Context: an optimization exercise on an open-source flow, tuned for small area. The choices shown serve that exercise and are no tape-out recipe. Function was not checked in any run shown here: the RTL went through the layout flow alone. No driver is modelled on the clock port, so clocking that relies on it looks cheaper here than on a real chip. Power figures rest on the tool's default switching activity, not on a simulated workload.

**flow/design.v**
```verilog
`default_nettype none
module processor( input         clk, reset,
                  output [31:0] PC,
                  input  [31:0] instruction,
                  output        WE,
                  output [31:0] address_to_mem,
                  output [31:0] data_to_mem,
                  input  [31:0] data_from_mem
                );
	reg         p;
	reg  [31:0] PCr;
	reg  [31:0] rf [1:31];
	wire regWrite, isSTORE, isOPIMM, isQB, selPC, selRS1, useRs2, sub;
	wire useSum, shR, shL, isAnd, isSlt, isLink, isLOAD, isBRANCH, isBNE;
	wire left, arith;
	wire [8:0] immsel;
	ctrl CTRL (instruction, regWrite, isSTORE, isOPIMM, isQB, selPC, selRS1, useRs2, sub,
	           useSum, shR, shL, isAnd, isSlt, isLink, isLOAD, isBRANCH, isBNE,
	           left, arith, immsel);
	always @(posedge clk) p <= ~p;
	wire [31:0] x;
	wire [31:1] we, sel1, sel2;
	rf_dec DEC_W (instruction[11:7],  regWrite, we);
	rf_dec DEC_1 (instruction[19:15], 1'b1,     sel1);
	rf_dec DEC_2 (instruction[24:20], 1'b1,     sel2);
	genvar r, b;
	generate
		for (r = 1; r < 32; r = r + 1) begin : g_rf
			wire wen_r = ~we[r];
			wire [31:0] d_r;
			for (b = 0; b < 32; b = b + 1) begin : g_bit
				rf_nxt NXT (rf[r][b], x[b], we[r], wen_r, d_r[b]);
			end
			always @(posedge clk) rf[r] <= d_r;
		end
	endgenerate
	wire pc1 = p & (instruction[19:15] != 5'd0);
	wire pc2 = (p & (instruction[24:20] != 5'd0)) ^ sub;
	wire [31:0] rd1, rd2;    
	generate
		for (b = 0; b < 32; b = b + 1) begin : g_rd
			wire [31:1] col;
			for (r = 1; r < 32; r = r + 1) begin : g_col
				assign col[r] = rf[r][b];
			end
			rf_rmux RM1 (col, sel1, pc1, rd1[b]);
			rf_rmux RM2 (col, sel2, pc2, rd2[b]);
		end
	endgenerate
	wire [31:0] An, Bn, sum, gand;
	opmux OPMUX (PCr, rd1, rd2, instruction, selPC, selRS1, useRs2, immsel, An, Bn);
	add32 ADD (An, Bn, sub, isQB, sum, gand);
	wire [31:0] shr;
	shifter SH (rd1, isOPIMM ? instruction[24:20] : rd2[4:0], left, arith, shr);
	wire [31:0] pc4;
	wire [31:2] pcc;    
	assign pc4[1:0] = PCr[1:0];
	assign pc4[2] = ~PCr[2];
	assign pcc[3] = PCr[2];
	generate
		for (b = 3; b < 32; b = b + 1) begin : g_inc
			if (b < 31) begin : h
				c_ha HA (PCr[b], pcc[b], pc4[b], pcc[b+1]);
			end else begin : t
				assign pc4[b] = PCr[b] ^ pcc[b];
			end
		end
	endgenerate
	wire lt = (rd1[31] ^ ~rd2[31]) ? rd1[31] : sum[31];
	wbmux WB (useSum, sum, shR, shr, shL, isAnd, gand, isLink, pc4, isLOAD, data_from_mem,
	          isSlt & lt, p, x);
	wire eq = (rd1 == rd2);
	wire taken = isLink | (isBRANCH & (eq ^ isBNE));
	wire [31:0] PCn;
	pcmux PCMUX (taken, sum, pc4, reset, PCn);
	always @(posedge clk) PCr <= PCn;
	assign PC = PCr;
	assign WE = isSTORE;
	assign address_to_mem = sum;
	assign data_to_mem = rd2;
endmodule
module ctrl(input [31:0] I,
            output regWrite, isSTORE, isOPIMM, isQB, selPC, selRS1, useRs2, sub,
            output useSum, shR, shL, isAnd, isSlt, isLink, isLOAD, isBRANCH, isBNE,
            output left, arith,
            output [8:0] immsel);
	wire [6:0] op = I[6:0];
	wire [2:0] f3 = I[14:12];
	wire isOP   = (op == 7'b0110011);
	assign isOPIMM = (op == 7'b0010011);
	assign isLOAD  = (op == 7'b0000011);
	assign isSTORE = (op == 7'b0100011);
	assign isBRANCH = (op == 7'b1100011);
	wire isJAL  = (op == 7'b1101111);
	wire isJALR = (op == 7'b1100111);
	wire isLUI  = (op == 7'b0110111);
	wire isAUIPC = (op == 7'b0010111);
	assign isQB = (op == 7'b0001011);
	wire f7zero = (I[31:25] == 7'b0000000);
	wire f7sub  = (I[31:25] == 7'b0100000);
	wire f7ok   = f7zero | f7sub;
	wire opValid = (f3 == 3'b001) | (f3 == 3'b010) | (f3 == 3'b111) |
	               (((f3 == 3'b000) | (f3 == 3'b101)) & f7ok);
	wire opimmValid = (f3 != 3'b101) | f7ok;
	assign regWrite = (isOP & opValid) | (isOPIMM & opimmValid) | isLOAD | isJAL |
	                  isJALR | isLUI | isAUIPC | isQB;
	wire isShift = (isOP | isOPIMM) & (f3[1:0] == 2'b01);      
	assign isSlt  = isOP & (f3 == 3'b010);
	assign isAnd  = isOP & (f3 == 3'b111);
	assign isLink = isJAL | isJALR;
	assign useSum = ~(isShift | isSlt | isAnd | isLink | isLOAD);
	assign left   = ~f3[2];
	assign arith  = I[30];
	assign shR    = isShift & f3[2];
	assign shL    = isShift & ~f3[2];
	assign isBNE  = (f3 == 3'b001);
	assign selPC  = isBRANCH | isJAL | isAUIPC;
	assign selRS1 = ~(selPC | isLUI);
	assign useRs2 = isOP | isQB;
	assign sub    = isOP & ~f3[2] & ~f3[0] & (f3[1] | I[30]);
	wire tU = isLUI | isAUIPC;
	wire tI = ~(useRs2 | isSTORE | isBRANCH | isJAL | tU);
	assign immsel[0] = tI;
	assign immsel[1] = isSTORE;
	assign immsel[2] = tI | isJAL;
	assign immsel[3] = isSTORE | isBRANCH;
	assign immsel[4] = tI | isSTORE | isBRANCH | isJAL;
	assign immsel[5] = tI | isSTORE | isBRANCH;
	assign immsel[6] = isBRANCH;
	assign immsel[7] = isJAL;
	assign immsel[8] = tU;
endmodule
module opmux(input [31:0] pc, rs1, rs2, I, input selPC, selRS1, useRs2,
             input [8:0] immsel, output [31:0] An, Bn);
	wire useImm = ~useRs2;
	wire tUJ = immsel[8] | immsel[7];
	genvar b;
	generate
		for (b = 0; b < 32; b = b + 1) begin : g
			c_aoi22 AM (selPC, pc[b], selRS1, rs1[b], An[b]);
			if (b == 0) begin : b0
				c_aoi222 BM (useRs2, rs2[b], immsel[0], I[20], immsel[1], I[7], Bn[b]);
			end else if (b < 5) begin : b1
				c_aoi222 BM (useRs2, rs2[b], immsel[2], I[20+b], immsel[3], I[7+b], Bn[b]);
			end else if (b < 11) begin : b5
				c_aoi22 BM (useRs2, rs2[b], immsel[4], I[20+b], Bn[b]);
			end else if (b == 11) begin : b11
				wire t1, t2;
				c_aoi22 BM1 (useRs2, rs2[b], immsel[5], I[31], t1);
				c_aoi22 BM2 (immsel[6], I[7], immsel[7], I[20], t2);
				c_and2 BM (t1, t2, Bn[b]);
			end else if (b < 20) begin : b12
				c_aoi222 BM (useRs2, rs2[b], immsel[5], I[31], tUJ, I[b], Bn[b]);
			end else if (b < 31) begin : b20
				c_aoi222 BM (useRs2, rs2[b], immsel[4], I[31], immsel[8], I[b], Bn[b]);
			end else begin : b31
				c_aoi22 BM (useRs2, rs2[b], useImm, I[31], Bn[b]);
			end
		end
	endgenerate
endmodule
module wbmux(input useSum, input [31:0] sum, input shR, input [31:0] sh, input shL,
             input isAnd, input [31:0] gand, input isLink, input [31:0] pc4,
             input isLOAD, input [31:0] mem, input slt, input p, output [31:0] x);
	genvar b;
	generate
		for (b = 0; b < 32; b = b + 1) begin : g
			wire g1, g2, wd;
			c_aoi222 M1 (useSum, sum[b], shR, sh[b], shL, sh[31-b], g1);
			c_aoi222 M2 (isAnd, gand[b], isLink, pc4[b], isLOAD, mem[b], g2);
			if (b == 0) begin : b0
				c_nand3 N (g1, g2, ~slt, wd);
			end else begin : bn
				c_nand2 N (g1, g2, wd);
			end
			c_xor2 X (wd, p, x[b]);
		end
	endgenerate
endmodule
module pcmux(input taken, input [31:0] sum, pc4, input reset, output [31:0] y);
	wire nt = ~taken;
	genvar b;
	generate
		for (b = 0; b < 32; b = b + 1) begin : g
			wire t;
			c_aoi22 M (taken, sum[b], nt, pc4[b], t);
			c_nor2 R (t, reset, y[b]);
		end
	endgenerate
endmodule
module shifter(input [31:0] a, input [4:0] s, input left, input arith, output [31:0] y);
	wire right = ~left;
	wire fill = arith & a[31] & right;
	wire filln = ~fill;
	wire [4:0] sn = ~s;
	wire [31:0] i0, l0, l1, l2, l3;    
	genvar b;
	generate
		for (b = 0; b < 32; b = b + 1) begin : g
			c_aoi22 R (left, a[31-b], right, a[b], i0[b]);
			if (b < 31) begin : s0a c_aoi22 S0 (s[0], i0[b+1], sn[0], i0[b], l0[b]); end
			else        begin : s0b c_aoi22 S0 (s[0], filln,   sn[0], i0[b], l0[b]); end
			if (b < 30) begin : s1a c_aoi22 S1 (s[1], l0[b+2], sn[1], l0[b], l1[b]); end
			else        begin : s1b c_aoi22 S1 (s[1], fill,    sn[1], l0[b], l1[b]); end
			if (b < 28) begin : s2a c_aoi22 S2 (s[2], l1[b+4], sn[2], l1[b], l2[b]); end
			else        begin : s2b c_aoi22 S2 (s[2], filln,   sn[2], l1[b], l2[b]); end
			if (b < 24) begin : s3a c_aoi22 S3 (s[3], l2[b+8], sn[3], l2[b], l3[b]); end
			else        begin : s3b c_aoi22 S3 (s[3], fill,    sn[3], l2[b], l3[b]); end
			if (b < 16) begin : s4a c_aoi22 S4 (s[4], l3[b+16], sn[4], l3[b], y[b]); end
			else        begin : s4b c_aoi22 S4 (s[4], filln,    sn[4], l3[b], y[b]); end
		end
	endgenerate
endmodule
module rf_nxt(input s, x, we, wen, output d);
	assign d = ~((wen | x) & (we | s));
endmodule
module rf_dec(input [4:0] a, input en, output [31:1] y);
	genvar r;
	generate
		for (r = 1; r < 32; r = r + 1) begin : g
			assign y[r] = en & (a == r);
		end
	endgenerate
endmodule
module rf_rmux(input [31:1] d, input [31:1] sel, input pc, output y);
	wire [10:0] g;
	wire [2:0] h;
	wire n;
	genvar k;
	generate
		for (k = 0; k < 10; k = k + 1) begin : g_aoi
			c_aoi222 A (d[3*k+1], sel[3*k+1], d[3*k+2], sel[3*k+2], d[3*k+3], sel[3*k+3], g[k]);
		end
	endgenerate
	c_nand2 N31 (d[31], sel[31], g[10]);
	c_nand4 H0 (g[0], g[1], g[2], g[3], h[0]);
	c_nand4 H1 (g[4], g[5], g[6], g[7], h[1]);
	c_nand3 H2 (g[8], g[9], g[10], h[2]);
	c_nor3  NO (h[0], h[1], h[2], n);
	c_xnor2 XO (n, pc, y);
endmodule
module add32(input [31:0] an, input [31:0] bn, input cin, input kill,
             output [31:0] s, output [31:0] g);
	wire p0, p1, p2, p3, p4, p5, p6, pn7;
	wire pp7, p8, p9, p10, p11, p12, p13, p14;
	wire pn15, pp15, p16, p17, p18, p19, p20, p21;
	wire p22, pn23, pp23, p24, p25, p26, p27, p28;
	wire p29, p30, p31, g0c, i_g0c, G1, G2, P2;
	wire G3, P3, G4, P4, G5, P5, G6, P6;
	wire G7, P7, G8, P8, G9, P9, G10, P10;
	wire G11, P11, G12, P12, G13, P13, G14, P14;
	wire G15, P15, G16, P16, G17, G18, P18, G19;
	wire P19, G20, P20, G21, P21, G22, P22, G23;
	wire P23, G24, P24, G25, G26, P26, G27, P27;
	wire G28, P28, G29, G30, P30, G31, i_G29, G32;
	wire i_G25, G33, G34, G35, i_G17, G36, G37, G38;
	wire G39, G40, i_G32, G41, G42, i_G1, G43, G44;
	wire G45, G46, G47, i_G33, G48, G49, G50, G51;
	wire i_G34, G52, G53, G54, G55, i_G35, G56, G57;
	c_xor2 XP0 (an[0], bn[0], p0);
	c_nor2 NG0 (an[0], bn[0], g[0]);
	c_xor2 XP1 (an[1], bn[1], p1);
	c_nor2 NG1 (an[1], bn[1], g[1]);
	c_xor2 XP2 (an[2], bn[2], p2);
	c_nor2 NG2 (an[2], bn[2], g[2]);
	c_xor2 XP3 (an[3], bn[3], p3);
	c_nor2 NG3 (an[3], bn[3], g[3]);
	c_xor2 XP4 (an[4], bn[4], p4);
	c_nor2 NG4 (an[4], bn[4], g[4]);
	c_xor2 XP5 (an[5], bn[5], p5);
	c_nor2 NG5 (an[5], bn[5], g[5]);
	c_xor2 XP6 (an[6], bn[6], p6);
	c_nor2 NG6 (an[6], bn[6], g[6]);
	c_xnor2 XP7 (an[7], bn[7], pn7);
	c_nor2 KP7 (pn7, kill, pp7);
	c_nor3 KG7 (an[7], bn[7], kill, g[7]);
	c_xor2 XP8 (an[8], bn[8], p8);
	c_nor2 NG8 (an[8], bn[8], g[8]);
	c_xor2 XP9 (an[9], bn[9], p9);
	c_nor2 NG9 (an[9], bn[9], g[9]);
	c_xor2 XP10 (an[10], bn[10], p10);
	c_nor2 NG10 (an[10], bn[10], g[10]);
	c_xor2 XP11 (an[11], bn[11], p11);
	c_nor2 NG11 (an[11], bn[11], g[11]);
	c_xor2 XP12 (an[12], bn[12], p12);
	c_nor2 NG12 (an[12], bn[12], g[12]);
	c_xor2 XP13 (an[13], bn[13], p13);
	c_nor2 NG13 (an[13], bn[13], g[13]);
	c_xor2 XP14 (an[14], bn[14], p14);
	c_nor2 NG14 (an[14], bn[14], g[14]);
	c_xnor2 XP15 (an[15], bn[15], pn15);
	c_nor2 KP15 (pn15, kill, pp15);
	c_nor3 KG15 (an[15], bn[15], kill, g[15]);
	c_xor2 XP16 (an[16], bn[16], p16);
	c_nor2 NG16 (an[16], bn[16], g[16]);
	c_xor2 XP17 (an[17], bn[17], p17);
	c_nor2 NG17 (an[17], bn[17], g[17]);
	c_xor2 XP18 (an[18], bn[18], p18);
	c_nor2 NG18 (an[18], bn[18], g[18]);
	c_xor2 XP19 (an[19], bn[19], p19);
	c_nor2 NG19 (an[19], bn[19], g[19]);
	c_xor2 XP20 (an[20], bn[20], p20);
	c_nor2 NG20 (an[20], bn[20], g[20]);
	c_xor2 XP21 (an[21], bn[21], p21);
	c_nor2 NG21 (an[21], bn[21], g[21]);
	c_xor2 XP22 (an[22], bn[22], p22);
	c_nor2 NG22 (an[22], bn[22], g[22]);
	c_xnor2 XP23 (an[23], bn[23], pn23);
	c_nor2 KP23 (pn23, kill, pp23);
	c_nor3 KG23 (an[23], bn[23], kill, g[23]);
	c_xor2 XP24 (an[24], bn[24], p24);
	c_nor2 NG24 (an[24], bn[24], g[24]);
	c_xor2 XP25 (an[25], bn[25], p25);
	c_nor2 NG25 (an[25], bn[25], g[25]);
	c_xor2 XP26 (an[26], bn[26], p26);
	c_nor2 NG26 (an[26], bn[26], g[26]);
	c_xor2 XP27 (an[27], bn[27], p27);
	c_nor2 NG27 (an[27], bn[27], g[27]);
	c_xor2 XP28 (an[28], bn[28], p28);
	c_nor2 NG28 (an[28], bn[28], g[28]);
	c_xor2 XP29 (an[29], bn[29], p29);
	c_nor2 NG29 (an[29], bn[29], g[29]);
	c_xor2 XP30 (an[30], bn[30], p30);
	c_nor2 NG30 (an[30], bn[30], g[30]);
	c_xor2 XP31 (an[31], bn[31], p31);
	c_nor2 NG31 (an[31], bn[31], g[31]);
	c_a21oi CI (p0, cin, g[0], g0c);
	c_inv IV_i_g0c (g0c, i_g0c);
	c_a21oi BG1 (p1, i_g0c, g[1], G1);
	c_a21oi BG2 (p3, g[2], g[3], G2);
	c_nand2 BP2 (p3, p2, P2);
	c_a21oi BG3 (p5, g[4], g[5], G3);
	c_nand2 BP3 (p5, p4, P3);
	c_a21oi BG4 (pp7, g[6], g[7], G4);
	c_nand2 BP4 (pp7, p6, P4);
	c_a21oi BG5 (p9, g[8], g[9], G5);
	c_nand2 BP5 (p9, p8, P5);
	c_a21oi BG6 (p11, g[10], g[11], G6);
	c_nand2 BP6 (p11, p10, P6);
	c_a21oi BG7 (p13, g[12], g[13], G7);
	c_nand2 BP7 (p13, p12, P7);
	c_a21oi BG8 (pp15, g[14], g[15], G8);
	c_nand2 BP8 (pp15, p14, P8);
	c_a21oi BG9 (p17, g[16], g[17], G9);
	c_nand2 BP9 (p17, p16, P9);
	c_a21oi BG10 (p19, g[18], g[19], G10);
	c_nand2 BP10 (p19, p18, P10);
	c_a21oi BG11 (p21, g[20], g[21], G11);
	c_nand2 BP11 (p21, p20, P11);
	c_a21oi BG12 (pp23, g[22], g[23], G12);
	c_nand2 BP12 (pp23, p22, P12);
	c_a21oi BG13 (p25, g[24], g[25], G13);
	c_nand2 BP13 (p25, p24, P13);
	c_a21oi BG14 (p27, g[26], g[27], G14);
	c_nand2 BP14 (p27, p26, P14);
	c_a21oi BG15 (p29, g[28], g[29], G15);
	c_nand2 BP15 (p29, p28, P15);
	c_a21oi BG16 (p31, g[30], g[31], G16);
	c_nand2 BP16 (p31, p30, P16);
	c_o21ai BG17 (P2, G1, G2, G17);
	c_o21ai BG18 (P4, G3, G4, G18);
	c_nor2 BP18 (P4, P3, P18);
	c_o21ai BG19 (P6, G5, G6, G19);
	c_nor2 BP19 (P6, P5, P19);
	c_o21ai BG20 (P8, G7, G8, G20);
	c_nor2 BP20 (P8, P7, P20);
	c_o21ai BG21 (P10, G9, G10, G21);
	c_nor2 BP21 (P10, P9, P21);
	c_o21ai BG22 (P12, G11, G12, G22);
	c_nor2 BP22 (P12, P11, P22);
	c_o21ai BG23 (P14, G13, G14, G23);
	c_nor2 BP23 (P14, P13, P23);
	c_o21ai BG24 (P16, G15, G16, G24);
	c_nor2 BP24 (P16, P15, P24);
	c_a21oi BG25 (P18, G17, G18, G25);
	c_a21oi BG26 (P20, G19, G20, G26);
	c_nand2 BP26 (P20, P19, P26);
	c_a21oi BG27 (P22, G21, G22, G27);
	c_nand2 BP27 (P22, P21, P27);
	c_a21oi BG28 (P24, G23, G24, G28);
	c_nand2 BP28 (P24, P23, P28);
	c_o21ai BG29 (P26, G25, G26, G29);
	c_o21ai BG30 (P28, G27, G28, G30);
	c_nor2 BP30 (P28, P27, P30);
	c_a21oi BG31 (P30, G29, G30, G31);
	c_inv IV_i_G29 (G29, i_G29);
	c_o21ai BG32 (P27, i_G29, G27, G32);
	c_inv IV_i_G25 (G25, i_G25);
	c_a21oi BG33 (P19, i_G25, G19, G33);
	c_a21oi BG34 (P21, G29, G21, G34);
	c_a21oi BG35 (P23, G32, G23, G35);
	c_inv IV_i_G17 (G17, i_G17);
	c_o21ai BG36 (P3, i_G17, G3, G36);
	c_o21ai BG37 (P5, G25, G5, G37);
	c_o21ai BG38 (P7, G33, G7, G38);
	c_o21ai BG39 (P9, i_G29, G9, G39);
	c_o21ai BG40 (P11, G34, G11, G40);
	c_inv IV_i_G32 (G32, i_G32);
	c_o21ai BG41 (P13, i_G32, G13, G41);
	c_o21ai BG42 (P15, G35, G15, G42);
	c_inv IV_i_G1 (G1, i_G1);
	c_a21oi BG43 (p2, i_G1, g[2], G43);
	c_a21oi BG44 (p4, G17, g[4], G44);
	c_a21oi BG45 (p6, G36, g[6], G45);
	c_a21oi BG46 (p8, i_G25, g[8], G46);
	c_a21oi BG47 (p10, G37, g[10], G47);
	c_inv IV_i_G33 (G33, i_G33);
	c_a21oi BG48 (p12, i_G33, g[12], G48);
	c_a21oi BG49 (p14, G38, g[14], G49);
	c_a21oi BG50 (p16, G29, g[16], G50);
	c_a21oi BG51 (p18, G39, g[18], G51);
	c_inv IV_i_G34 (G34, i_G34);
	c_a21oi BG52 (p20, i_G34, g[20], G52);
	c_a21oi BG53 (p22, G40, g[22], G53);
	c_a21oi BG54 (p24, G32, g[24], G54);
	c_a21oi BG55 (p26, G41, g[26], G55);
	c_inv IV_i_G35 (G35, i_G35);
	c_a21oi BG56 (p28, i_G35, g[28], G56);
	c_a21oi BG57 (p30, G42, g[30], G57);
	c_xor2 XS0 (p0, cin, s[0]);
	c_xnor2 XS1 (p1, g0c, s[1]);
	c_xnor2 XS2 (p2, G1, s[2]);
	c_xnor2 XS3 (p3, G43, s[3]);
	c_xor2 XS4 (p4, G17, s[4]);
	c_xnor2 XS5 (p5, G44, s[5]);
	c_xor2 XS6 (p6, G36, s[6]);
	c_xor2 XS7 (pn7, G45, s[7]);
	c_xnor2 XS8 (p8, G25, s[8]);
	c_xnor2 XS9 (p9, G46, s[9]);
	c_xor2 XS10 (p10, G37, s[10]);
	c_xnor2 XS11 (p11, G47, s[11]);
	c_xnor2 XS12 (p12, G33, s[12]);
	c_xnor2 XS13 (p13, G48, s[13]);
	c_xor2 XS14 (p14, G38, s[14]);
	c_xor2 XS15 (pn15, G49, s[15]);
	c_xor2 XS16 (p16, G29, s[16]);
	c_xnor2 XS17 (p17, G50, s[17]);
	c_xor2 XS18 (p18, G39, s[18]);
	c_xnor2 XS19 (p19, G51, s[19]);
	c_xnor2 XS20 (p20, G34, s[20]);
	c_xnor2 XS21 (p21, G52, s[21]);
	c_xor2 XS22 (p22, G40, s[22]);
	c_xor2 XS23 (pn23, G53, s[23]);
	c_xor2 XS24 (p24, G32, s[24]);
	c_xnor2 XS25 (p25, G54, s[25]);
	c_xor2 XS26 (p26, G41, s[26]);
	c_xnor2 XS27 (p27, G55, s[27]);
	c_xnor2 XS28 (p28, G35, s[28]);
	c_xnor2 XS29 (p29, G56, s[29]);
	c_xor2 XS30 (p30, G42, s[30]);
	c_xnor2 XS31 (p31, G57, s[31]);
endmodule
module c_aoi222(input a1, a2, b1, b2, c1, c2, output y);
	assign y = ~(a1 & a2 | b1 & b2 | c1 & c2);
endmodule
module c_nand2(input a, b, output y);
	assign y = ~(a & b);
endmodule
module c_nand3(input a, b, c, output y);
	assign y = ~(a & b & c);
endmodule
module c_nand4(input a, b, c, d, output y);
	assign y = ~(a & b & c & d);
endmodule
module c_nor3(input a, b, c, output y);
	assign y = ~(a | b | c);
endmodule
module c_xnor2(input a, b, output y);
	assign y = ~(a ^ b);
endmodule
module c_aoi22(input a1, a2, b1, b2, output y);
	assign y = ~(a1 & a2 | b1 & b2);
endmodule
module c_and2(input a, b, output y);
	assign y = a & b;
endmodule
module c_nor2(input a, b, output y);
	assign y = ~(a | b);
endmodule
module c_xor2(input a, b, output y);
	assign y = a ^ b;
endmodule
module c_a21oi(input a1, a2, b1, output y);
	assign y = ~(a1 & a2 | b1);
endmodule
module c_o21ai(input a1, a2, b1, output y);
	assign y = ~((a1 | a2) & b1);
endmodule
module c_inv(input a, output y);
	assign y = ~a;
endmodule
module c_ha(input a, b, output s, c);
	assign s = a ^ b;
	assign c = a & b;
endmodule
`default_nettype wire
```
**flow/flow/run.sh**
```bash
#!/bin/bash
# Own layout flow: the standard synthesis unchanged, then the standard ORFS
# steps with these changes:
#  - before floorplanning, every combinational cell is swapped to the
#    smallest-area variant of its function (flow/downsize.tcl); the repair
#    steps size up only what timing or slew needs;
#  - ports get buf_1 buffers instead of the default delay buffers;
#  - repair steps may use only buf_1/buf_2 as buffers (flow/dontuse.tcl);
#  - placement is not timing-driven (its built-in repair buffers heavily);
#  - the clock tree uses clkbuf_8 and no dummy loads;
#  - after global routing, gates on paths with positive slack are sized down.
# Each tool's output is in synth.log / layout.log here and in orfs/logs/.
set -euo pipefail
here=$(pwd)
bash standard.sh synth > synth.log 2>&1
bash standard.sh \
  "PRE_FLOORPLAN_TCL=$here/flow/downsize.tcl" \
  "PRE_GLOBAL_PLACE_TCL=$here/flow/dontuse.tcl" \
  "PRE_RESIZE_TCL=$here/flow/dontuse.tcl" \
  "PRE_CTS_TCL=$here/flow/dontuse_cts.tcl" \
  "PRE_GLOBAL_ROUTE_TCL=$here/flow/dontuse.tcl" \
  "BUFFER_PORTS_ARGS=-buffer_cell sky130_fd_sc_hd__buf_1" \
  "CTS_ARGS=-sink_clustering_enable -repair_clock_nets -dont_use_dummy_load -buf_list sky130_fd_sc_hd__clkbuf_8 -sink_clustering_size 16 -sink_clustering_max_diameter 60" \
  "RECOVER_POWER=100" \
  finish > layout.log 2>&1
```
**flow/flow/dontuse.tcl**
```tcl
# Keep the repair steps to small buffers: with the large ones allowed they buffer
# the high-fanout register-file nets with buf_16/clkbuf_16 trees.
set_dont_use {
  sky130_fd_sc_hd__buf_4 sky130_fd_sc_hd__buf_6 sky130_fd_sc_hd__buf_8
  sky130_fd_sc_hd__buf_12 sky130_fd_sc_hd__buf_16
  sky130_fd_sc_hd__bufbuf_8 sky130_fd_sc_hd__bufbuf_16
  sky130_fd_sc_hd__bufinv_8 sky130_fd_sc_hd__bufinv_16
  sky130_fd_sc_hd__clkbuf_1 sky130_fd_sc_hd__clkbuf_2 sky130_fd_sc_hd__clkbuf_4
  sky130_fd_sc_hd__clkbuf_16
  sky130_fd_sc_hd__clkdlybuf4s15_1 sky130_fd_sc_hd__clkdlybuf4s15_2
  sky130_fd_sc_hd__clkdlybuf4s18_1 sky130_fd_sc_hd__clkdlybuf4s18_2
  sky130_fd_sc_hd__clkdlybuf4s25_1 sky130_fd_sc_hd__clkdlybuf4s25_2
  sky130_fd_sc_hd__clkdlybuf4s50_1 sky130_fd_sc_hd__clkdlybuf4s50_2
  sky130_fd_sc_hd__dlygate4sd1_1 sky130_fd_sc_hd__dlygate4sd2_1 sky130_fd_sc_hd__dlygate4sd3_1
  sky130_fd_sc_hd__dlymetal6s2s_1 sky130_fd_sc_hd__dlymetal6s4s_1 sky130_fd_sc_hd__dlymetal6s6s_1
}
if { ![info exists ::my_cts_step] } {
  set_dont_use {sky130_fd_sc_hd__clkbuf_8}
}
```
**flow/flow/dontuse_cts.tcl**
```tcl
# The clock tree step: same restriction, except clkbuf_8, which the tree uses.
set ::my_cts_step 1
source [file join [file dirname [info script]] dontuse.tcl]
```
**flow/flow/downsize.tcl**
```tcl
# Swap every combinational cell to the smallest-area variant of its function.
# Synthesis maps each small module on its own and sizes its cells for an
# unknown load; the repair steps later size up only the cells that need it.
source [file join [file dirname [info script]] downsize_map.tcl]
array set dmap $downsize_map
set db [ord::get_db]
set n 0
foreach inst [[ord::get_db_block] getInsts] {
  set m [[$inst getMaster] getName]
  if { [info exists dmap($m)] } {
    $inst swapMaster [$db findMaster $dmap($m)]
    incr n
  }
}
puts "downsize: swapped $n instances to smaller variants"
```
**flow/flow/downsize_map.tcl**
```tcl
# larger drive strengths and their smallest-area variant (same function)
set downsize_map {
  sky130_fd_sc_hd__a2111o_2 sky130_fd_sc_hd__a2111o_1
  sky130_fd_sc_hd__a2111o_4 sky130_fd_sc_hd__a2111o_1
  sky130_fd_sc_hd__a2111oi_1 sky130_fd_sc_hd__a2111oi_0
  sky130_fd_sc_hd__a2111oi_2 sky130_fd_sc_hd__a2111oi_0
  sky130_fd_sc_hd__a2111oi_4 sky130_fd_sc_hd__a2111oi_0
  sky130_fd_sc_hd__a211o_2 sky130_fd_sc_hd__a211o_1
  sky130_fd_sc_hd__a211o_4 sky130_fd_sc_hd__a211o_1
  sky130_fd_sc_hd__a211oi_2 sky130_fd_sc_hd__a211oi_1
  sky130_fd_sc_hd__a211oi_4 sky130_fd_sc_hd__a211oi_1
  sky130_fd_sc_hd__a21bo_4 sky130_fd_sc_hd__a21bo_2
  sky130_fd_sc_hd__a21boi_2 sky130_fd_sc_hd__a21boi_1
  sky130_fd_sc_hd__a21boi_4 sky130_fd_sc_hd__a21boi_1
  sky130_fd_sc_hd__a21o_2 sky130_fd_sc_hd__a21o_1
  sky130_fd_sc_hd__a21o_4 sky130_fd_sc_hd__a21o_1
  sky130_fd_sc_hd__a21oi_2 sky130_fd_sc_hd__a21oi_1
  sky130_fd_sc_hd__a21oi_4 sky130_fd_sc_hd__a21oi_1
  sky130_fd_sc_hd__a221o_2 sky130_fd_sc_hd__a221o_1
  sky130_fd_sc_hd__a221o_4 sky130_fd_sc_hd__a221o_1
  sky130_fd_sc_hd__a221oi_2 sky130_fd_sc_hd__a221oi_1
  sky130_fd_sc_hd__a221oi_4 sky130_fd_sc_hd__a221oi_1
  sky130_fd_sc_hd__a22o_2 sky130_fd_sc_hd__a22o_1
  sky130_fd_sc_hd__a22o_4 sky130_fd_sc_hd__a22o_1
  sky130_fd_sc_hd__a22oi_2 sky130_fd_sc_hd__a22oi_1
  sky130_fd_sc_hd__a22oi_4 sky130_fd_sc_hd__a22oi_1
  sky130_fd_sc_hd__a2bb2o_2 sky130_fd_sc_hd__a2bb2o_1
  sky130_fd_sc_hd__a2bb2o_4 sky130_fd_sc_hd__a2bb2o_1
  sky130_fd_sc_hd__a2bb2oi_2 sky130_fd_sc_hd__a2bb2oi_1
  sky130_fd_sc_hd__a2bb2oi_4 sky130_fd_sc_hd__a2bb2oi_1
  sky130_fd_sc_hd__a311o_2 sky130_fd_sc_hd__a311o_1
  sky130_fd_sc_hd__a311o_4 sky130_fd_sc_hd__a311o_1
  sky130_fd_sc_hd__a311oi_2 sky130_fd_sc_hd__a311oi_1
  sky130_fd_sc_hd__a311oi_4 sky130_fd_sc_hd__a311oi_1
  sky130_fd_sc_hd__a31o_4 sky130_fd_sc_hd__a31o_2
  sky130_fd_sc_hd__a31oi_2 sky130_fd_sc_hd__a31oi_1
  sky130_fd_sc_hd__a31oi_4 sky130_fd_sc_hd__a31oi_1
  sky130_fd_sc_hd__a32o_2 sky130_fd_sc_hd__a32o_1
  sky130_fd_sc_hd__a32o_4 sky130_fd_sc_hd__a32o_1
  sky130_fd_sc_hd__a32oi_2 sky130_fd_sc_hd__a32oi_1
  sky130_fd_sc_hd__a32oi_4 sky130_fd_sc_hd__a32oi_1
  sky130_fd_sc_hd__a41o_2 sky130_fd_sc_hd__a41o_1
  sky130_fd_sc_hd__a41o_4 sky130_fd_sc_hd__a41o_1
  sky130_fd_sc_hd__a41oi_2 sky130_fd_sc_hd__a41oi_1
  sky130_fd_sc_hd__a41oi_4 sky130_fd_sc_hd__a41oi_1
  sky130_fd_sc_hd__and2_2 sky130_fd_sc_hd__and2_1
  sky130_fd_sc_hd__and2_4 sky130_fd_sc_hd__and2_1
  sky130_fd_sc_hd__and2b_2 sky130_fd_sc_hd__and2b_1
  sky130_fd_sc_hd__and2b_4 sky130_fd_sc_hd__and2b_1
  sky130_fd_sc_hd__and3_2 sky130_fd_sc_hd__and3_1
  sky130_fd_sc_hd__and3_4 sky130_fd_sc_hd__and3_1
  sky130_fd_sc_hd__and3b_2 sky130_fd_sc_hd__and3b_1
  sky130_fd_sc_hd__and3b_4 sky130_fd_sc_hd__and3b_1
  sky130_fd_sc_hd__and4_2 sky130_fd_sc_hd__and4_1
  sky130_fd_sc_hd__and4_4 sky130_fd_sc_hd__and4_1
  sky130_fd_sc_hd__and4b_2 sky130_fd_sc_hd__and4b_1
  sky130_fd_sc_hd__and4b_4 sky130_fd_sc_hd__and4b_1
  sky130_fd_sc_hd__and4bb_4 sky130_fd_sc_hd__and4bb_2
  sky130_fd_sc_hd__buf_12 sky130_fd_sc_hd__buf_1
  sky130_fd_sc_hd__buf_16 sky130_fd_sc_hd__buf_1
  sky130_fd_sc_hd__buf_2 sky130_fd_sc_hd__buf_1
  sky130_fd_sc_hd__buf_4 sky130_fd_sc_hd__buf_1
  sky130_fd_sc_hd__buf_6 sky130_fd_sc_hd__buf_1
  sky130_fd_sc_hd__buf_8 sky130_fd_sc_hd__buf_1
  sky130_fd_sc_hd__ebufn_2 sky130_fd_sc_hd__ebufn_1
  sky130_fd_sc_hd__ebufn_4 sky130_fd_sc_hd__ebufn_1
  sky130_fd_sc_hd__ebufn_8 sky130_fd_sc_hd__ebufn_1
  sky130_fd_sc_hd__einvn_1 sky130_fd_sc_hd__einvn_0
  sky130_fd_sc_hd__einvn_2 sky130_fd_sc_hd__einvn_0
  sky130_fd_sc_hd__einvn_4 sky130_fd_sc_hd__einvn_0
  sky130_fd_sc_hd__einvn_8 sky130_fd_sc_hd__einvn_0
  sky130_fd_sc_hd__einvp_2 sky130_fd_sc_hd__einvp_1
  sky130_fd_sc_hd__einvp_4 sky130_fd_sc_hd__einvp_1
  sky130_fd_sc_hd__einvp_8 sky130_fd_sc_hd__einvp_1
  sky130_fd_sc_hd__fa_2 sky130_fd_sc_hd__fa_1
  sky130_fd_sc_hd__fa_4 sky130_fd_sc_hd__fa_1
  sky130_fd_sc_hd__ha_2 sky130_fd_sc_hd__ha_1
  sky130_fd_sc_hd__ha_4 sky130_fd_sc_hd__ha_1
  sky130_fd_sc_hd__inv_12 sky130_fd_sc_hd__inv_2
  sky130_fd_sc_hd__inv_16 sky130_fd_sc_hd__inv_2
  sky130_fd_sc_hd__inv_4 sky130_fd_sc_hd__inv_2
  sky130_fd_sc_hd__inv_6 sky130_fd_sc_hd__inv_2
  sky130_fd_sc_hd__inv_8 sky130_fd_sc_hd__inv_2
  sky130_fd_sc_hd__maj3_2 sky130_fd_sc_hd__maj3_1
  sky130_fd_sc_hd__maj3_4 sky130_fd_sc_hd__maj3_1
  sky130_fd_sc_hd__mux2_4 sky130_fd_sc_hd__mux2_2
  sky130_fd_sc_hd__mux2_8 sky130_fd_sc_hd__mux2_2
  sky130_fd_sc_hd__mux2i_2 sky130_fd_sc_hd__mux2i_1
  sky130_fd_sc_hd__mux2i_4 sky130_fd_sc_hd__mux2i_1
  sky130_fd_sc_hd__mux4_1 sky130_fd_sc_hd__mux4_2
  sky130_fd_sc_hd__mux4_4 sky130_fd_sc_hd__mux4_2
  sky130_fd_sc_hd__nand2_2 sky130_fd_sc_hd__nand2_1
  sky130_fd_sc_hd__nand2_4 sky130_fd_sc_hd__nand2_1
  sky130_fd_sc_hd__nand2_8 sky130_fd_sc_hd__nand2_1
  sky130_fd_sc_hd__nand2b_2 sky130_fd_sc_hd__nand2b_1
  sky130_fd_sc_hd__nand2b_4 sky130_fd_sc_hd__nand2b_1
  sky130_fd_sc_hd__nand3_2 sky130_fd_sc_hd__nand3_1
  sky130_fd_sc_hd__nand3_4 sky130_fd_sc_hd__nand3_1
  sky130_fd_sc_hd__nand3b_2 sky130_fd_sc_hd__nand3b_1
  sky130_fd_sc_hd__nand3b_4 sky130_fd_sc_hd__nand3b_1
  sky130_fd_sc_hd__nand4_2 sky130_fd_sc_hd__nand4_1
  sky130_fd_sc_hd__nand4_4 sky130_fd_sc_hd__nand4_1
  sky130_fd_sc_hd__nand4b_2 sky130_fd_sc_hd__nand4b_1
  sky130_fd_sc_hd__nand4b_4 sky130_fd_sc_hd__nand4b_1
  sky130_fd_sc_hd__nand4bb_2 sky130_fd_sc_hd__nand4bb_1
  sky130_fd_sc_hd__nand4bb_4 sky130_fd_sc_hd__nand4bb_1
  sky130_fd_sc_hd__nor2_2 sky130_fd_sc_hd__nor2_1
  sky130_fd_sc_hd__nor2_4 sky130_fd_sc_hd__nor2_1
  sky130_fd_sc_hd__nor2_8 sky130_fd_sc_hd__nor2_1
  sky130_fd_sc_hd__nor2b_2 sky130_fd_sc_hd__nor2b_1
  sky130_fd_sc_hd__nor2b_4 sky130_fd_sc_hd__nor2b_1
  sky130_fd_sc_hd__nor3_2 sky130_fd_sc_hd__nor3_1
  sky130_fd_sc_hd__nor3_4 sky130_fd_sc_hd__nor3_1
  sky130_fd_sc_hd__nor3b_2 sky130_fd_sc_hd__nor3b_1
  sky130_fd_sc_hd__nor3b_4 sky130_fd_sc_hd__nor3b_1
  sky130_fd_sc_hd__nor4_2 sky130_fd_sc_hd__nor4_1
  sky130_fd_sc_hd__nor4_4 sky130_fd_sc_hd__nor4_1
  sky130_fd_sc_hd__nor4b_2 sky130_fd_sc_hd__nor4b_1
  sky130_fd_sc_hd__nor4b_4 sky130_fd_sc_hd__nor4b_1
  sky130_fd_sc_hd__nor4bb_2 sky130_fd_sc_hd__nor4bb_1
  sky130_fd_sc_hd__nor4bb_4 sky130_fd_sc_hd__nor4bb_1
  sky130_fd_sc_hd__o2111a_2 sky130_fd_sc_hd__o2111a_1
  sky130_fd_sc_hd__o2111a_4 sky130_fd_sc_hd__o2111a_1
  sky130_fd_sc_hd__o2111ai_2 sky130_fd_sc_hd__o2111ai_1
  sky130_fd_sc_hd__o2111ai_4 sky130_fd_sc_hd__o2111ai_1
  sky130_fd_sc_hd__o211a_4 sky130_fd_sc_hd__o211a_2
  sky130_fd_sc_hd__o211ai_2 sky130_fd_sc_hd__o211ai_1
  sky130_fd_sc_hd__o211ai_4 sky130_fd_sc_hd__o211ai_1
  sky130_fd_sc_hd__o21a_2 sky130_fd_sc_hd__o21a_1
  sky130_fd_sc_hd__o21a_4 sky130_fd_sc_hd__o21a_1
  sky130_fd_sc_hd__o21ai_2 sky130_fd_sc_hd__o21ai_1
  sky130_fd_sc_hd__o21ai_4 sky130_fd_sc_hd__o21ai_1
  sky130_fd_sc_hd__o21ba_4 sky130_fd_sc_hd__o21ba_2
  sky130_fd_sc_hd__o21bai_2 sky130_fd_sc_hd__o21bai_1
  sky130_fd_sc_hd__o21bai_4 sky130_fd_sc_hd__o21bai_1
  sky130_fd_sc_hd__o221a_4 sky130_fd_sc_hd__o221a_2
  sky130_fd_sc_hd__o221ai_2 sky130_fd_sc_hd__o221ai_1
  sky130_fd_sc_hd__o221ai_4 sky130_fd_sc_hd__o221ai_1
  sky130_fd_sc_hd__o22a_2 sky130_fd_sc_hd__o22a_1
  sky130_fd_sc_hd__o22a_4 sky130_fd_sc_hd__o22a_1
  sky130_fd_sc_hd__o22ai_2 sky130_fd_sc_hd__o22ai_1
  sky130_fd_sc_hd__o22ai_4 sky130_fd_sc_hd__o22ai_1
  sky130_fd_sc_hd__o2bb2a_2 sky130_fd_sc_hd__o2bb2a_1
  sky130_fd_sc_hd__o2bb2a_4 sky130_fd_sc_hd__o2bb2a_1
  sky130_fd_sc_hd__o2bb2ai_2 sky130_fd_sc_hd__o2bb2ai_1
  sky130_fd_sc_hd__o2bb2ai_4 sky130_fd_sc_hd__o2bb2ai_1
  sky130_fd_sc_hd__o311a_2 sky130_fd_sc_hd__o311a_1
  sky130_fd_sc_hd__o311a_4 sky130_fd_sc_hd__o311a_1
  sky130_fd_sc_hd__o311ai_2 sky130_fd_sc_hd__o311ai_1
  sky130_fd_sc_hd__o311ai_4 sky130_fd_sc_hd__o311ai_1
  sky130_fd_sc_hd__o31a_2 sky130_fd_sc_hd__o31a_1
  sky130_fd_sc_hd__o31a_4 sky130_fd_sc_hd__o31a_1
  sky130_fd_sc_hd__o31ai_2 sky130_fd_sc_hd__o31ai_1
  sky130_fd_sc_hd__o31ai_4 sky130_fd_sc_hd__o31ai_1
  sky130_fd_sc_hd__o32a_2 sky130_fd_sc_hd__o32a_1
  sky130_fd_sc_hd__o32a_4 sky130_fd_sc_hd__o32a_1
  sky130_fd_sc_hd__o32ai_2 sky130_fd_sc_hd__o32ai_1
  sky130_fd_sc_hd__o32ai_4 sky130_fd_sc_hd__o32ai_1
  sky130_fd_sc_hd__o41a_2 sky130_fd_sc_hd__o41a_1
  sky130_fd_sc_hd__o41a_4 sky130_fd_sc_hd__o41a_1
  sky130_fd_sc_hd__o41ai_2 sky130_fd_sc_hd__o41ai_1
  sky130_fd_sc_hd__o41ai_4 sky130_fd_sc_hd__o41ai_1
  sky130_fd_sc_hd__or2_4 sky130_fd_sc_hd__or2_2
  sky130_fd_sc_hd__or2b_2 sky130_fd_sc_hd__or2b_1
  sky130_fd_sc_hd__or2b_4 sky130_fd_sc_hd__or2b_1
  sky130_fd_sc_hd__or3_2 sky130_fd_sc_hd__or3_1
  sky130_fd_sc_hd__or3_4 sky130_fd_sc_hd__or3_1
  sky130_fd_sc_hd__or3b_4 sky130_fd_sc_hd__or3b_2
  sky130_fd_sc_hd__or4_2 sky130_fd_sc_hd__or4_1
  sky130_fd_sc_hd__or4_4 sky130_fd_sc_hd__or4_1
  sky130_fd_sc_hd__or4b_4 sky130_fd_sc_hd__or4b_2
  sky130_fd_sc_hd__or4bb_2 sky130_fd_sc_hd__or4bb_1
  sky130_fd_sc_hd__or4bb_4 sky130_fd_sc_hd__or4bb_1
  sky130_fd_sc_hd__sdlclkp_2 sky130_fd_sc_hd__sdlclkp_1
  sky130_fd_sc_hd__sdlclkp_4 sky130_fd_sc_hd__sdlclkp_1
  sky130_fd_sc_hd__xnor2_2 sky130_fd_sc_hd__xnor2_1
  sky130_fd_sc_hd__xnor2_4 sky130_fd_sc_hd__xnor2_1
  sky130_fd_sc_hd__xnor3_2 sky130_fd_sc_hd__xnor3_1
  sky130_fd_sc_hd__xnor3_4 sky130_fd_sc_hd__xnor3_1
  sky130_fd_sc_hd__xor2_2 sky130_fd_sc_hd__xor2_1
  sky130_fd_sc_hd__xor2_4 sky130_fd_sc_hd__xor2_1
  sky130_fd_sc_hd__xor3_2 sky130_fd_sc_hd__xor3_1
  sky130_fd_sc_hd__xor3_4 sky130_fd_sc_hd__xor3_1
}
```
**flow/standard.sh**
```bash
#!/bin/bash
# synth_recipe.tcl (not shown) runs the flow's synth.tcl, then flattens the netlist and writes it again
# the make line also repeats each setting of config.mk as NAME=value (left out here)
make -C /OpenROAD-flow-scripts/flow DESIGN_CONFIG=/design/flow/config.mk WORK_HOME=/design/flow/orfs CLKGATE_MAP_FILE= SYNTH_SCRIPT=/design/flow/synth_recipe.tcl "${@:-finish}"
```
**flow/config.mk**
```make
export PLATFORM = sky130hd
export DESIGN_NAME = processor
export DESIGN_NICKNAME = processor
export VERILOG_FILES = /design/flow/design.v
export SDC_FILE = /design/flow/constraint.sdc
export NUM_CORES = 8
export LEC_CHECK = 0
export CAP_MARGIN = 10
export CORE_MARGIN = 2
export CORE_UTILIZATION = 50
export CTS_BUF_LIST = sky130_fd_sc_hd__clkbuf_8
export CTS_CLUSTER_DIAMETER = 60
export CTS_CLUSTER_SIZE = 16
export GPL_TIMING_DRIVEN = 0
export PLACE_DENSITY = 0.62
export SETUP_SLACK_MARGIN = 0.1
export SLEW_MARGIN = 10
export SYNTH_HIERARCHICAL = 1
```
**flow/constraint.sdc**
```tcl
create_clock -name core_clock -period 10.0 [get_ports {clk}]
set_input_delay 2.0000 -clock core_clock [delete_from_list [all_inputs] [get_ports {clk}]]
set_output_delay 2.0000 -clock core_clock [all_outputs]
set_load 0.01 [all_outputs]
```
==> run notes, run 1 <==
status finished with violations; SO Viols capacitance limit, slew limit, setup timing; drt via density 8.50; worst slew pin tran 1610 ps; Avg WL per Cell 40.6 um; worst hold path class reg -> reg; CTS buffer count 85; FF-to-FF Start PCr[3]; CP Cell Sequence buf_2 > or4b_2 > nor2_4 > buf_2 > a222oi_1 > nand4_1 > nor3_1 > xnor2_1 > nand3b_1 > a22oi_1 > a22oi_1 > a22oi_1 > a22oi_1 > a22oi_1 > a222oi_1 > nand2_1 > xor2_1 > buf_2 > o22ai_1; core area 0.0834 sq mm; crit path from instruction[19]; Pre-Repair DR Iteration Count 21; clock period minus worst slack 10150 ps; CP required 10580 ps; Die Y 294 um; yosys warns 9; Hold Violations, Final 0; vias in the first global route 43626; grt total ovfl 0; Remaining DRCs 0; ratio of cells with drive above 1 in the final layout 14.0%; Post-Synthesis Cells 4030; CTS tree built; final period utilization 101%; CP endpoint kind flop; most common cell after layout, fill and taps aside dfxtp_1; clock sink count 1025; CP Data Arrival Time 10730 ps; RePlAce Congestion 1.11; Initial Util 50.3%; met1 wire length 79.7 mm; post-route setup TNS -4360 ps; pin count of the biggest net entering global routing 39; Placed Area 0.0462 sq mm; hold_sp rf[19][30]; Die Footprint 0.0863 sq mm; Final setup viols 70; Worst Skew 155 ps; Slew Limit Fails 34; setup slack, reg-to-reg 1290 ps; r2r endpoint rf[31][31]; Critical Path Max Stage Delay 1170 ps; Ports 163; RSZ-0062 raised after global routing true; DIE WIDTH 294 um; met2 WL 90.0 mm; Critical Path Sink rf[29][7]; Final Cell Area 0.0490 sq mm; met3 routed wirelength 40.5 mm; Power per Cell Area 183 mW/mm^2; crit-path max FO 21; critical path class in -> reg; LEAKAGE 0.0177 uW; initial antenna violation count 16; CP max stage cell xnor2_1; final wirelength 232 mm; first-pass GRT wire length 318 mm; Startpoint Class primary input; final worst slack -150 ps; Post-Place Worst Slack -2710 ps; r2r worst-path depth 34; crit-path most repeated cell a22oi_1; Rows 106; Max-slew headroom -7.34%; most frequent cells in the layout dfxtp_1 (1025), o22ai_1 (992), a222oi_1 (728); CTS hold repair buffers 0; fmax 98.5 MHz; initial drt markers 13151; Reg clk slew, reported paths 110 ps; worst skew pair latency 810 ps; worst vdd rail ir drop 0.130 mV; GRT Total Usage 50.7%; nets 4732; total of max-cap violations 1; number of port buffers 161; Vias 48651; Max Used Layer met5; ANT nets after route 0; detailed placement HPWL 151 mm
-- sequential cells by signal (all words and copies together) (netlist names) --
| signal | flops |
|---|---|
| p | 1 |
| rf | 992 |
| PCr | 32 |
-- report_power, final --
part	total (uW)	internal, uW	leakage (uW)	switching [uW]
registers	4800	4490	0.00924	307
clock network	2160	759	0.000611	1400
logic	2010	501	0.00781	1510
total	8960	5750	0.0177	3210
-- worst max-delay path, delay by kind of cell --
| family | cells | cell delay, ps |
|---|---|---|
| simple gates | 6 | 3030 |
| buf+inv | 3 | 1490 |
| compound gates | 8 | 1880 |
| xor+xnor | 2 | 2280 |
-- layer usage --
layer  vias to the layer above  global-route usage (%)
li1                      19456                       -
met1                     23137                    63.0
met2                      4871                    69.9
met3                      1167                    21.8
met4                        20                    35.7
met5                         -                    1.82
-- worst min path at each step --
stage / to / slack (ps) / cells after the start
after floorplan: rf[11][0] / 440 / 1
after global placement: rf[10][24] / 450 / 1
after detailed placement: rf[11][24] / 460 / 1
after CTS: rf[19][30] / 480 / 1
after global routing: rf[17][25] / 490 / 1
final: rf[19][30] / 480 / 1
-- final cells by class --
type                    count  area [sq um]
fillers                  7273         34500
multi-input cells        2942         23300
flip-flops and latches   1025         20500
repair buffers            508          2290
well taps                1080          1350
clock buffers              85          1170
inverters                  55           206
plain buffers              21          78.8
diodes                      8          20.0
-- metrics by stage --
step | utilization, % | power [uW] | instances | hold slack (ps)
after global routing | 58.7 | 9150 | 5718 | 489
after global placement | 52.7 | 6530 | 5286 | 449
after detailed placement | 55.3 | 6670 | 5441 | 459
after floorplan | - | 5770 | 4045 | 441
final | 58.7 | 8960 | 5724 | 478
after CTS | 57.5 | 8750 | 5580 | 475
-- repair_timing --
action | 4_1_cts | 5_1_grt
pin swaps | 22 | 49
resized for setup | 81 | 69
gates cloned | 11 | 7
endpoints found under the setup margin | 690 | 36
buffers inserted | 47 | 130
==> run 2: changes to the inputs <==
--- a/flow/flow/run.sh
+++ b/flow/flow/run.sh
@@ -10,3 +10,2 @@
 #  - the clock tree uses clkbuf_8 and no dummy loads;
-#  - after global routing, gates on paths with positive slack are sized down.
 # Each tool's output is in synth.log / layout.log here and in orfs/logs/.
@@ -23,3 +22,2 @@
   "CTS_ARGS=-sink_clustering_enable -repair_clock_nets -dont_use_dummy_load -buf_list sky130_fd_sc_hd__clkbuf_8 -sink_clustering_size 16 -sink_clustering_max_diameter 60" \
-  "RECOVER_POWER=100" \
   finish > layout.log 2>&1
==> run 2 against run 1 <==
Against the previous run:
- the layout fails its checks (setup timing)
- fmax grew 0.18%
- non-clock buffer count is the same
- global-route usage is the same
- cell count is essentially flat
- critical endpoint is now address_to_mem[26]
- largest power group unchanged
- combinational power is essentially flat
- synthesized cell count is the same
- die area is the same
==> run notes, run 2 <==
status finished with violations; SO Viols setup timing; Final Core Density 58.8%; CTS hold repair buffers 0; total of max-cap violations 1; ratio of cells with drive above 1 in the final layout 14.3%; Critical Path Sink address_to_mem[26]; Max-slew headroom 1.88%; Die Footprint 0.0863 sq mm; worst slew pin tran 1460 ps; Worst Skew 152 ps; DIE WIDTH 294 um; detailed placement HPWL 151 mm; Hold Violations, Final 0; drt via density 8.53; Largest register FFs 992; Post-Synthesis Cells 4030; clock sink count 1025; nets 4732; Largest Register rf; worst vdd rail ir drop 0.129 mV; register area 0.0205 sq mm; crit-path max FO 15; Max Used Layer met5; biggest regs rf (992), PCr (32), p (1); sequential share of power 53.4%; final worst slack -131 ps; ANT nets after route 0; CP required 8000 ps; Initial Util 50.3%; Vias 48852; dpl cells 5441; number of port buffers 161; setup slack, reg-to-reg 1760 ps; worst skew pair latency 800 ps; final wirelength 232 mm; RSZ-0062 raised after global routing true; grt total ovfl 0; fmax 98.7 MHz; Power per Cell Area 183 mW/mm^2; CTS buffer count 85; Sw Share 35.9%; initial drt markers 13380; combinational share of power 22.5%; critical path class in -> out; final period utilization 101%; Pre-Repair DR Iteration Count 15; area of the multi-input gates 0.0234 sq mm; CP Data Arrival Time 8130 ps; Avg WL per Cell 40.6 um; Cell Int Power 5750 uW; LEAKAGE 0.0177 uW; switching power 3220 uW; first-pass GRT wire length 318 mm; r2r worst-path depth 27; crit path from instruction[20]; core area 0.0834 sq mm; met3 routed wirelength 41.4 mm; vias in the first global route 43626; Ports 163; Die Y 294 um; Post-Place Worst Slack -2710 ps; pin count of the biggest net entering global routing 39; Rows 106; Slew Limit Fails 0; worst hold path class reg -> reg; initial antenna violation count 16; met1 wire length 78.7 mm; RePlAce Congestion 1.11; post-route setup TNS -581 ps; clock period minus worst slack 10130 ps; Startpoint Class primary input; Reg clk slew, reported paths 60 ps; yosys warns 9; GRT Total Usage 50.7%; FF-to-FF Start p; Final setup viols 6; fillers 7243; Layout Cells excl Fill 5726; Remaining DRCs 0; most common cell after layout, fill and taps aside dfxtp_1; r2r endpoint rf[30][0]; CP endpoint kind output port; most frequent cells in the layout dfxtp_1 (1024), o22ai_1 (992), a222oi_1 (728); Clock power frac 24.0%; CTS tree built; met2 WL 90.0 mm
run 2: cell type report:
cell class | count | share of cell area [%]
Antenna cell | 10 | 0.0510
Sequential cell | 1025 | 41.8
Clock buffer | 85 | 2.38
Timing Repair Buffer | 508 | 4.66
Multi-Input combinational cell | 2942 | 47.8
Buffer | 21 | 0.161
Inverter | 55 | 0.421
Tap cell | 1080 | 2.75
run 2: how the worst min path moves through the flow:
stage,from,end,slack (ps),cells after the start
2_1_floorplan,rf[11][0],rf[11][0],440,1
3_3_place_gp,rf[10][24],rf[10][24],450,1
3_5_place_dp,rf[11][24],rf[11][24],460,1
4_1_cts,rf[19][30],rf[19][30],480,1
5_1_grt,rf[17][25],rf[17][25],490,1
6_report,rf[19][30],rf[19][30],480,1
run 2: power groups by stage:
stage,sequential [uW],clock [uW],combinational [uW]
final,4800,2160,2020
after global routing,4840,2280,2040
after CTS,4780,2140,1840
after detailed placement,4860,0,1810
after global placement,4860,0,1660
after floorplan,4810,0,961
run 2: per-stage QoR:
| stage | power, uW | hold WS, ps | instance area [sq um] |
|---|---|---|---|
| after floorplan | 5770 | 441 | 42000 |
| after global placement | 6530 | 449 | 44000 |
| after detailed placement | 6670 | 459 | 46200 |
| after CTS | 8750 | 475 | 48000 |
| after global routing | 9160 | 489 | 49100 |
| final | 8980 | 476 | 49100 |
run 2: what timing repair did:
item,4_1_cts,5_1_grt
endpoints found under the setup margin,690,36
pin swaps,22,49
hold endpoints to repair,0,0
buffers inserted,47,130
gates cloned,11,7
gates resized for setup,81,69
run 2: layer usage:
| layer | up-vias | global-route usage [%] |
|---|---|---|
| li1 | 19438 | - |
| met1 | 23114 | 63.0 |
| met2 | 5045 | 69.9 |
| met3 | 1235 | 21.8 |
| met4 | 20 | 35.7 |
| met5 | - | 1.82 |
run 2: critical path, stage by stage:
cell and delay (ps):
buf_2 250, nand2b_1 150, clkbuf_1 100, buf_2 210, buf_2 260, nor2_4 170
buf_1 390, a222oi_1 500, nand4_1 450, nor3_2 710, xnor2_4 240, a22oi_1 470
xor2_1 310, nand2_1 110, nor2_1 180, nand2_1 120, o21ai_4 260, inv_1 140
o21ai_4 230, inv_1 60, o21ai_1 210, xor2_1 370, buf_1 200
==> run 3: changes to the inputs <==
--- a/flow/design.v
+++ b/flow/design.v
@@ -54,16 +54,3 @@
 	shifter SH (rd1, isOPIMM ? instruction[24:20] : rd2[4:0], left, arith, shr);
-	wire [31:0] pc4;
-	wire [31:2] pcc;    
-	assign pc4[1:0] = PCr[1:0];
-	assign pc4[2] = ~PCr[2];
-	assign pcc[3] = PCr[2];
-	generate
-		for (b = 3; b < 32; b = b + 1) begin : g_inc
-			if (b < 31) begin : h
-				c_ha HA (PCr[b], pcc[b], pc4[b], pcc[b+1]);
-			end else begin : t
-				assign pc4[b] = PCr[b] ^ pcc[b];
-			end
-		end
-	endgenerate
+	wire [31:0] pc4 = {PCr[31:2] + 30'd1, PCr[1:0]};
 	wire lt = (rd1[31] ^ ~rd2[31]) ? rd1[31] : sum[31];
@@ -491,6 +478,2 @@
 endmodule
-module c_ha(input a, b, output s, c);
-	assign s = a ^ b;
-	assign c = a & b;
-endmodule
 `default_nettype wire
==> flow/flow/run.sh (replaced) <==
#!/bin/bash
# Own layout flow: the standard synthesis unchanged, then the standard ORFS
# steps with these changes:
#  - before floorplanning, every combinational cell is swapped to the
#    smallest-area variant of its function (flow/downsize.tcl); the repair
#    steps size up only what timing or slew needs;
#  - ports get buf_1 buffers instead of the default delay buffers;
#  - the clock tree uses clkbuf_8 and no dummy loads;
#  - after global routing, gates on paths with positive slack are sized down.
set -euo pipefail
here=$(pwd)
bash standard.sh synth > synth.log 2>&1
bash standard.sh \
  "PRE_FLOORPLAN_TCL=$here/flow/downsize.tcl" \
  "BUFFER_PORTS_ARGS=-buffer_cell sky130_fd_sc_hd__buf_1" \
  "CTS_ARGS=-sink_clustering_enable -repair_clock_nets -dont_use_dummy_load -buf_list sky130_fd_sc_hd__clkbuf_8 -sink_clustering_size 16 -sink_clustering_max_diameter 60" \
  "RECOVER_POWER=100" \
  finish > layout.log 2>&1
--- a/flow/config.mk
+++ b/flow/config.mk
@@ -7,3 +7,3 @@
 export LEC_CHECK = 0
-export CAP_MARGIN = 10
+export CAP_MARGIN = 20
 export CORE_MARGIN = 2
@@ -13,6 +13,5 @@
 export CTS_CLUSTER_SIZE = 16
-export GPL_TIMING_DRIVEN = 0
 export PLACE_DENSITY = 0.62
 export SETUP_SLACK_MARGIN = 0.1
-export SLEW_MARGIN = 10
+export SLEW_MARGIN = 20
 export SYNTH_HIERARCHICAL = 1
removed: flow/flow/dontuse.tcl
removed: flow/flow/dontuse_cts.tcl
==> run 3 against run 2 <==
Against the previous run:
- fails the layout checks on capacitance limit, slew limit, setup timing
- die area rose by 0.26%
- wire length rose by 2.2%
- core utilization rose by 0.81 points
- clock power barely moved
- count of clock-buffer cells in the layout rose by 1
- sequential power rose by 7.7%
- cell area rose by 1.5%
- via count rose by 1.5%
- critical path type is now in -> reg
- highest routed layer unchanged
==> run notes, run 3 <==
yosys warns 9; most common cell after layout, fill and taps aside dfxtp_1; first-pass GRT wire length 326 mm; Largest register FFs 992; LEAKAGE 0.0177 uW; RSZ-0062 raised after global routing false; number of port buffers 162; H-Tree Depth 3; worst vdd rail ir drop 0.232 mV; worst skew pair latency 820 ps; Hold Violations, Final 0; drt via density 8.49; Largest Register rf; pin count of the biggest net entering global routing 40; Final Core Density 59.7%; CP Cell Sequence clkbuf_1 > nand2b_1 > buf_4 > nor2_1 > buf_12 > a222oi_1 > nand3_1 > nor3_1 > clkbuf_1 > xnor2_2 > mux2_1 > inv_1 > a22oi_1 > a22oi_1 > a22oi_1 > a22oi_1 > a222oi_1 > nand2_1 > xor2_4 > clkbuf_1 > o22ai_1; Die Y 294 um; r2r worst-path depth 22; register area 0.0205 sq mm; DIE WIDTH 294 um; Clock Tree Buf Depth 3; Remaining DRCs 0; nets 4808; hold_sp rf[30][0]; fillers 7378; fmax 100 MHz; vias in the first global route 44065; crit-path max FO 33; crit path from instruction[21]; Ports 163; sequential share of power 52.0%; biggest regs rf (992), PCr (32), p (1); Cell Int Power 6160 uW; CTS hold repair buffers 0; Design Power 9930 uW; switching power 3770 uW; area of the multi-input gates 0.0227 sq mm; initial drt markers 13712; crit-path most repeated cell a22oi_1; Min Hold Slack 477 ps; Root Driver clkbuf_8; Critical Path Max Stage Delay 1750 ps; Hold EP rf[30][0]; Post-Place Worst Slack 185 ps; CP required 10580 ps; SO Viols capacitance limit, slew limit, setup timing; CP Data Arrival Time 10580 ps; initial antenna violation count 35; clock period minus worst slack 10000 ps; final period utilization 100%; Pre-Repair DR Iteration Count 17; Power per Cell Area 199 mW/mm^2; setup slack, reg-to-reg 1330 ps; Initial Util 50.4%; Sw Share 38.0%; clock sink count 1025; Avg WL per Cell 40.7 um; Startpoint Class primary input; Rows 106; final worst slack -1.87 ps; final wirelength 238 mm; CP endpoint kind flop; worst hold path class reg -> reg; Slew Limit Fails 427; Worst Skew 90.1 ps; Post-Synthesis Cells 4069; CTS buffer count 86; grt total ovfl 0; GRT Total Usage 51.7%; ANT nets after route 0; FF-to-FF Start p; detailed placement HPWL 153 mm; r2r endpoint rf[26][23]; ratio of cells with drive above 1 in the final layout 13.5%; status finished with violations; combinational share of power 26.2%; CP max stage cell clkbuf_1; worst slew pin tran 2440 ps; CTS tree built; Reg clk slew, reported paths 100 ps; Final setup viols 1; most frequent cells in the layout dfxtp_1 (1024), o22ai_1 (992), a222oi_1 (728); post-route setup TNS -1.87 ps; RePlAce Congestion 1.11; critical path class in -> reg; Die Footprint 0.0865 sq mm; total of max-cap violations 15; Clock power frac 21.8%; core area 0.0836 sq mm; Vias 49564; Max-slew headroom -62.7%; WHS Path Cells 1
run 3: area by class of cell:
cell class	instances	area share [%]
antenna	21	0.105
clock buffer	86	2.37
inverter	56	0.422
multi-input combinational	2993	45.6
sequential	1025	41.2
tap	1080	2.71
timing repair buffer	579	7.61
run 3: worst max-delay path by stage:
| stage | slack [ps] | depth (start not counted) | end |
|---|---|---|---|
| 3_3_place_gp | 250 | 24 | address_to_mem[31] |
| 6_report | -2 | 21 | rf[26][23] |
| 3_5_place_dp | 190 | 23 | address_to_mem[31] |
| 5_1_grt | 50 | 21 | rf[3][6] |
| 2_1_floorplan | 530 | 20 | address_to_mem[31] |
| 4_1_cts | 160 | 23 | address_to_mem[31] |
run 3: power groups by stage:
stage	registers, uW	logic (uW)	clock network (uW)
after global routing	5230	2640	2280
after CTS	5140	2500	2140
final	5170	2600	2170
after global placement	5220	2480	0
after floorplan	5110	1230	0
after detailed placement	5220	2510	0
run 3: routing by layer:
metal | share of wire [%] | GRT usage [%] | routed length, um | vias to the layer above
met5 | 0.12 | 0 | 296 | -
met4 | 9.7 | 34.6 | 23100 | 36
met3 | 18 | 22.9 | 42100 | 1290
met2 | 38 | 71.1 | 91000 | 5108
met1 | 34 | 64.8 | 81000 | 23439
li1 | - | - | - | 19691
run 3: repair_timing:
action | CTS | global route
endpoints found under the hold margin | 0 | 0
setup buffers | 0 | 27
resized for setup | 0 | 23
setup endpoints to repair | 0 | 17
run 3: through the flow:
| step | std cells | instance area (sq um) |
|---|---|---|
| floorplan | 4084 | 42200 |
| global placement | 5694 | 48400 |
| detailed placement | 5694 | 48400 |
| CTS | 5780 | 49600 |
| global route | 5827 | 49800 |
| finish | 5840 | 49800 |
run 3: worst max-delay path: cells and delay by family:
kind	cells	cell delay, ps
compound gates	7	2200
xor+xnor	2	440
buf+inv	6	3710
mux	1	920
simple gates	5	1230

==> what the ideal ports hide <==
In the flow no input, the clock included, has a driving cell. The finished layouts below were timed again as built, in two steps.
Step 1: set_driving_cell puts a clkbuf_16 on clk and a buf_2 on each other input, an assumption about the parent block.
Step 2, shift: input delay + t, output delay - t, t = (earliest + latest rising clock arrival at the registers) / 2. This alone moves slack from input paths to output paths.
Three values: ideal, step 1, step 2; two values: the first two.
run | t (ns) | slack for setup (ns) | hold WS [ns]
run 1 | 0.796 | -0.150 / -0.191 / -0.898 | 0.478 / 0.478 / 0.478
run 2 | 0.794 | -0.131 / -0.163 / -0.517 | 0.476 / 0.476 / 0.476
run 3 | 0.852 | -0.002 / -0.013 / -0.865 | 0.477 / 0.477 / 0.477
For run 3, which loses most, drivers alone change the setup slack by -0.011 ns; drivers and shift together by -0.863 ns.
